Background: an optimization exercise with open tools, aiming at small area. Do not read the settings as production practice. In this exercise RTL edits were held to simulation tests only and were not proved equivalent to the original. No activity file was given, so power comes from the tool's default toggle rates.

==> flow/design.v (excerpt) <==
module axi_lite_slave #(
    parameter ADDR_WIDTH = 4,
    parameter DATA_WIDTH = 32,
    parameter CLK_FREQ_HZ = 100_000_000,
    parameter NUM_LEDS = 4
) (
    input  wire                     S_AXI_ACLK,
    input  wire                     S_AXI_ARESETN,
    input  wire [ADDR_WIDTH-1:0]    S_AXI_AWADDR,
    input  wire [2:0]               S_AXI_AWPROT,
    input  wire                     S_AXI_AWVALID,
    output wire                     S_AXI_AWREADY,
    input  wire [DATA_WIDTH-1:0]    S_AXI_WDATA,
    input  wire [DATA_WIDTH/8-1:0]  S_AXI_WSTRB,
    input  wire                     S_AXI_WVALID,
    output wire                     S_AXI_WREADY,
    output wire [1:0]               S_AXI_BRESP,
    output wire                     S_AXI_BVALID,
    input  wire                     S_AXI_BREADY,
    input  wire [ADDR_WIDTH-1:0]    S_AXI_ARADDR,
    input  wire [2:0]               S_AXI_ARPROT,
    input  wire                     S_AXI_ARVALID,
    output wire                     S_AXI_ARREADY,
    output wire [DATA_WIDTH-1:0]    S_AXI_RDATA,
    output wire [1:0]               S_AXI_RRESP,
    output wire                     S_AXI_RVALID,
    input  wire                     S_AXI_RREADY,
    output wire [NUM_LEDS-1:0]      LED,
    output wire [6:0]               SEG_CATHODE,
    output wire [3:0]               SEG_ANODE,
    output wire                     IRQ_OUT,
    input  wire                     EXT_IRQ_IN
);
For scale: about 220 flip-flops, ~120 I/O pins, about 7300 sq um of cells after synthesis.
Settings: LEC_CHECK=0, ABC_AREA=1, CAP_MARGIN=20, CORE_MARGIN=2, CORE_UTILIZATION=75, SLEW_MARGIN=20; clock period 10.0 ns.
standard.sh (not shown) runs the stock make flow with config.mk's settings and CLKGATE_MAP_FILE= SYNTH_SCRIPT=/design/flow/synth_recipe.tcl, a recipe that flattens the netlist after the stock synthesis.
==> flow/flow/run.sh <==
#!/bin/bash
# Layout flow: the standard ORFS flow (standard.sh) with changes that
# only affect combinational mapping and buffering; the registers, their
# names and their cell types are those of the standard synthesis.
#  * Synthesis: ABC maps with an area-oriented script (abc_area.script in
#    this folder) instead of ORFS's, and Yosys's half/full-adder extraction
#    is skipped (ADDER_MAP_FILE empty), so ABC maps that logic too.  ORFS's
#    scripts are copied to ./scripts with only abc_area.script replaced.
#  * Every input and output port gets its own sky130_fd_sc_hd__buf_1.
#  * Clock tree synthesis: clkbuf_8 buffers, up to 16 sinks per leaf
#    cluster, no dummy loads.
# The make output goes to orfs_flow.log here; ORFS keeps each step's log
# under orfs/logs/.
set -euo pipefail
W=$(pwd)
HERE=$(cd "$(dirname "$0")" && pwd)
rm -rf "$W/scripts"
cp -r "$FLOW_HOME/scripts" "$W/scripts"
cp "$HERE/abc_area.script" "$W/scripts/abc_area.script"
bash standard.sh \
  "SCRIPTS_DIR=$W/scripts" \
  "ADDER_MAP_FILE=" \
  "BUFFER_PORTS_ARGS=-buffer_cell sky130_fd_sc_hd__buf_1" \
  "CTS_ARGS=-sink_clustering_enable -repair_clock_nets -dont_use_dummy_load -buf_list {sky130_fd_sc_hd__clkbuf_4 sky130_fd_sc_hd__clkbuf_8 sky130_fd_sc_hd__clkbuf_16} -sink_clustering_size 18 -sink_clustering_max_diameter 50" \
  finish > "$W/orfs_flow.log" 2>&1
==> flow/flow/abc_area.script <==
strash
&get -n
&dch -f
&nf -R 1000 -p
&put
topo
The baseline finished clean.
Change:
--- a/flow/flow/run.sh
+++ b/flow/flow/run.sh
@@ -23,3 +23,3 @@
   "BUFFER_PORTS_ARGS=-buffer_cell sky130_fd_sc_hd__buf_1" \
-  "CTS_ARGS=-sink_clustering_enable -repair_clock_nets -dont_use_dummy_load -buf_list {sky130_fd_sc_hd__clkbuf_4 sky130_fd_sc_hd__clkbuf_8 sky130_fd_sc_hd__clkbuf_16} -sink_clustering_size 18 -sink_clustering_max_diameter 50" \
+  "CTS_ARGS=-sink_clustering_enable -repair_clock_nets -dont_use_dummy_load -buf_list sky130_fd_sc_hd__clkbuf_8 -sink_clustering_size 20 -sink_clustering_max_diameter 40" \
   finish > "$W/orfs_flow.log" 2>&1
CORE_UTILIZATION = 85   (was 75)
Outcome:
- Now the flow died in clock tree synthesis (DPL-0033)
- synthesized cell count does not change
- area after synthesis is unchanged
Change:
--- a/flow/flow/run.sh
+++ b/flow/flow/run.sh
@@ -23,3 +23,3 @@
   "BUFFER_PORTS_ARGS=-buffer_cell sky130_fd_sc_hd__buf_1" \
-  "CTS_ARGS=-sink_clustering_enable -repair_clock_nets -dont_use_dummy_load -buf_list sky130_fd_sc_hd__clkbuf_8 -sink_clustering_size 20 -sink_clustering_max_diameter 40" \
+  "CTS_ARGS=-sink_clustering_enable -repair_clock_nets -dont_use_dummy_load -buf_list sky130_fd_sc_hd__clkbuf_8 -sink_clustering_size 24 -sink_clustering_max_diameter 40" \
   finish > "$W/orfs_flow.log" 2>&1
CORE_UTILIZATION = 80   (was 85)
Result:
- The changed run finished with timing, DRC and antenna clean
- synthesized area is unchanged
- synthesized cell count is unchanged
Change:
--- a/flow/flow/run.sh
+++ b/flow/flow/run.sh
@@ -23,3 +23,3 @@
   "BUFFER_PORTS_ARGS=-buffer_cell sky130_fd_sc_hd__buf_1" \
-  "CTS_ARGS=-sink_clustering_enable -repair_clock_nets -dont_use_dummy_load -buf_list sky130_fd_sc_hd__clkbuf_8 -sink_clustering_size 24 -sink_clustering_max_diameter 40" \
+  "CTS_ARGS=-sink_clustering_enable -repair_clock_nets -dont_use_dummy_load -buf_list sky130_fd_sc_hd__clkbuf_8 -sink_clustering_size 18 -sink_clustering_max_diameter 50" \
   finish > "$W/orfs_flow.log" 2>&1
CORE_UTILIZATION = 75   (was 80)
What happened: The new run went through all stages and came out clean. Power fell by 3.6%. Clock skew drops by 19 ps. Design area goes down by 0.39%. Worst setup slack is better by 270 ps.
Change:
--- a/flow/flow/run.sh
+++ b/flow/flow/run.sh
@@ -23,3 +23,3 @@
   "BUFFER_PORTS_ARGS=-buffer_cell sky130_fd_sc_hd__buf_1" \
-  "CTS_ARGS=-sink_clustering_enable -repair_clock_nets -dont_use_dummy_load -buf_list sky130_fd_sc_hd__clkbuf_8 -sink_clustering_size 18 -sink_clustering_max_diameter 50" \
+  "CTS_ARGS=-sink_clustering_enable -repair_clock_nets -dont_use_dummy_load -buf_list sky130_fd_sc_hd__clkbuf_8 -sink_clustering_size 18 -sink_clustering_max_diameter 70" \
   finish > "$W/orfs_flow.log" 2>&1
CORE_UTILIZATION = 78   (was 75)
=>
- synthesized area does not change
- setup slack loses 160 ps
- non-clock buffer count climbs by 1
- wire length climbs by 0.39%
- first-iteration DRC count drops by 9.6%
- critical path depth drops by 2
- total power barely changes
- cell area barely changes
- maximum frequency drops by 2.3%
- die area drops by 3.7%
Change:
--- a/flow/flow/run.sh
+++ b/flow/flow/run.sh
@@ -23,3 +23,3 @@
   "BUFFER_PORTS_ARGS=-buffer_cell sky130_fd_sc_hd__buf_1" \
-  "CTS_ARGS=-sink_clustering_enable -repair_clock_nets -dont_use_dummy_load -buf_list sky130_fd_sc_hd__clkbuf_8 -sink_clustering_size 18 -sink_clustering_max_diameter 70" \
+  "CTS_ARGS=-sink_clustering_enable -repair_clock_nets -dont_use_dummy_load -buf_list sky130_fd_sc_hd__clkbuf_8 -sink_clustering_size 16 -sink_clustering_max_diameter 50" \
   finish > "$W/orfs_flow.log" 2>&1
==> flow/flow/abc_area.script (replaced) <==
strash
dch -f
amap -m -F 4 -A 6
topo
CORE_UTILIZATION = 70   (was 78)
Result:
- The changed run went through all stages and came out clean
- routed wire length climbs slightly
- worst setup slack improves by 270 ps
- cell count climbs by about a fifth
- global-route usage goes down by 3.9 points
- first-iteration DRC count goes up by a few percent
- combinational power went up by well over a third
- area after synthesis went up by a few percent
- utilization goes down by 7.3 points
- sequential share of layout area decreases by 2.0 points

==> re-timing with driven ports <==
Ports are ideal in the flow. The routed layouts listed here were re-timed in OpenROAD. Step 1 (the two cells are an assumption about what drives the block):
set clk [get_ports {S_AXI_ACLK}]
set_driving_cell -lib_cell sky130_fd_sc_hd__clkbuf_16 $clk
set_driving_cell -lib_cell sky130_fd_sc_hd__buf_2 [delete_from_list [all_inputs] $clk]
Step 2, shift: input delay + t, output delay - t, t = (earliest + latest rising clock arrival at the registers) / 2. This alone moves slack from input paths to output paths. Three values: no drivers, after step 1, after step 2; two values: the first two.
| run | shift t [ns] | setup slack, ns | hold WS [ns] | slew at the worst register clock pin (ns) | worst slew at a driven data input, ns |
|---|---|---|---|---|---|
| the first run | 0.540 | 2.937 / 2.916 / 2.916 | 0.381 / 0.381 / 0.381 | 0.08 / 0.08 | 0.05 |
| the third run | 0.526 | 2.714 / 2.692 / 2.692 | 0.379 / 0.379 / 0.379 | 0.12 / 0.12 | 0.05 |
| the fourth run | 0.518 | 2.988 / 2.967 / 2.967 | 0.385 / 0.385 / 0.385 | 0.11 / 0.11 | 0.05 |
| the fifth run | 0.505 | 2.823 / 2.803 / 2.803 | 0.353 / 0.353 / 0.353 | 0.11 / 0.11 | 0.05 |
| the sixth run | 0.520 | 3.093 / 3.067 / 3.067 | 0.351 / 0.351 / 0.351 | 0.10 / 0.10 | 0.04 |
After both steps every run listed still meets setup and hold. For the sixth run, which loses most, drivers alone change the setup slack by -0.026 ns; drivers and shift together by -0.026 ns.
